This is an optimization exercise on Yosys and OpenROAD, whose aim is small area, a short achievable clock period and few clock cycles per item, not a production implementation.
Function was checked by simulation only, so behaviour that the tests miss may differ from the original.
Power figures rest on the tool's default switching activity, not on a simulated workload.

Design CONV, start of the top module:
module  CONV(
	input				clk,
	input				rst_n,
	input 				mode,
	input       		in_valid,
	output reg			out_valid,
	output 		[13:0] 	AWADDR,
	output		 [7:0] 	AWLEN,
	output 				AWVALID,
	input 				AWREADY,
	output reg  [31:0]	WDATA,
	output 				WVALID,
	input 				WREADY,
	output 		[13:0] 	ARADDR,
	output 		 [7:0] 	ARLEN,
	output 				ARVALID,
	input 				ARREADY,
	input		[31:0] 	RDATA,
	input 				RVALID,
	output reg			RREADY
);
Size in the first run: ~2700 cells after synthesis, about 120 I/O pins, ~0.034 mm2 of cells after synthesis.
==> flow/config.mk <==
export PLATFORM = sky130hd
export DESIGN_NAME = CONV
export DESIGN_NICKNAME = CONV
export VERILOG_FILES = /design/flow/design.v
export SDC_FILE = /design/flow/constraint.sdc
export NUM_CORES = 4
export LEC_CHECK = 0
export CAP_MARGIN = 0
export CORE_MARGIN = 2
export CORE_UTILIZATION = 40
export CTS_BUF_LIST = sky130_fd_sc_hd__clkbuf_4 sky130_fd_sc_hd__clkbuf_8
export SETUP_SLACK_MARGIN = 4.6
export SLEW_MARGIN = 0
==> flow/constraint.sdc <==
create_clock -name core_clock -period 8.0 [get_ports {clk}]
set_input_delay 1.6000 -clock core_clock [delete_from_list [all_inputs] [get_ports {clk}]]
set_output_delay 1.6000 -clock core_clock [all_outputs]
set_load 0.01 [all_outputs]
run.sh (not shown) runs the stock make flow with config.mk's settings and CLKGATE_MAP_FILE= SYNTH_SCRIPT=/design/flow/synth_recipe.tcl, a recipe that flattens the netlist after the stock synthesis.
Testbench counts at the start, summed over its fixed seeds: cycles 224,425, images 12.
Next try:
--- a/flow/config.mk
+++ b/flow/config.mk
@@ -7,7 +7,8 @@
 export LEC_CHECK = 0
-export CAP_MARGIN = 0
+export CAP_MARGIN = 5
 export CORE_MARGIN = 2
-export CORE_UTILIZATION = 40
+export CORE_UTILIZATION = 55
 export CTS_BUF_LIST = sky130_fd_sc_hd__clkbuf_4 sky130_fd_sc_hd__clkbuf_8
+export PLACE_DENSITY = 0.7
 export SETUP_SLACK_MARGIN = 4.6
-export SLEW_MARGIN = 0
+export SLEW_MARGIN = 5
After rerunning:
- clock-buffer cell count falls by 6
- global-route usage rises by 6.5 points
- cell count falls by 8.4%
- critical path depth falls by 4
- routed wire length falls by 1.7%
- clock skew falls by 24 ps
- sequential cell count is unchanged
- final area falls by 0.78%
- sequential power stays flat
Next try:
==> flow/config.mk (replaced) <==
export PLATFORM = sky130hd
export DESIGN_NAME = CONV
export DESIGN_NICKNAME = CONV
export VERILOG_FILES = /design/flow/design.v
export SDC_FILE = /design/flow/constraint.sdc
export NUM_CORES = 4
export LEC_CHECK = 0
export CAP_MARGIN = 20
export CORE_MARGIN = 2
export CORE_UTILIZATION = 40
export SETUP_SLACK_MARGIN = 4.6
export SLEW_MARGIN = 20
Outcome:
- The new run produced a clean layout
- setup slack is worse by 28 ps
- synthesized area stays the same
- cell area rises by a few percent
- routed wire length rises by a few percent
- die area rises by well over a third
Next try:
--- a/flow/config.mk
+++ b/flow/config.mk
@@ -9,3 +9,5 @@
 export CORE_MARGIN = 2
-export CORE_UTILIZATION = 40
+export CORE_UTILIZATION = 60
+export CTS_BUF_LIST = sky130_fd_sc_hd__clkbuf_4 sky130_fd_sc_hd__clkbuf_8
+export PLACE_DENSITY = 0.75
 export SETUP_SLACK_MARGIN = 4.6
After rerunning: Via count climbs by 1.5%. Area after synthesis does not change. Maximum frequency goes down by 0.60%. Die area decreases by 33%. Critical path depth is unchanged. Sequential share of layout area climbs by 1.4 points. Global-route usage goes up by 9.1 points. Power is lower by 4.4%. Clock power falls by 12%. Clock-buffer cell count climbs by 49. First-iteration DRC count went up by 42%.
Next try:
--- a/flow/config.mk
+++ b/flow/config.mk
@@ -9,5 +9,4 @@
 export CORE_MARGIN = 2
-export CORE_UTILIZATION = 60
+export CORE_UTILIZATION = 40
 export CTS_BUF_LIST = sky130_fd_sc_hd__clkbuf_4 sky130_fd_sc_hd__clkbuf_8
-export PLACE_DENSITY = 0.75
 export SETUP_SLACK_MARGIN = 4.6
Power hardly moves.
Sequential share of layout area shrinks by 1.1 points.
Area after synthesis does not change.
Cell area came out higher by a few percent.
Count of clock-buffer cells in the layout falls by 1.
Clock power stays flat.
Critical path depth climbs by 2.
Global-route usage went down by 9.2 points.

-- static timing again, ports no longer ideal --
How much do the figures lean on ideal ports? The routed layouts below were timed once more, with nothing changed but the port constraints.
Step 1: set_driving_cell puts a clkbuf_16 on clk and a buf_2 on each other input, an assumption about the parent block.
Step 2 also shifts input and output timing later by t, the mid clock arrival at the registers, as if the neighbouring blocks saw the same clock.
Three values: no drivers, after step 1, after step 2; two values: the first two.
run	t (ns)	setup slack, ns	hold WS [ns]	worst setup path after step 2
the first run	0.795	4.529 / 4.529 / 3.934	0.406 / 0.406 / 0.406	input to register
the second run	0.770	4.466 / 4.466 / 3.865	0.389 / 0.389 / 0.389	input to register
the third run	0.673	4.439 / 4.439 / 4.029	0.406 / 0.406 / 0.406	input to register
the fourth run	0.768	4.417 / 4.417 / 4.206	0.412 / 0.412 / 0.412	input to register
the fifth run	0.768	4.505 / 4.505 / 4.130	0.409 / 0.409 / 0.409	input to register
After both steps every run listed still meets setup and hold. For the second run, which loses most, drivers alone change the setup slack by 0.000 ns; drivers and shift together by -0.601 ns.
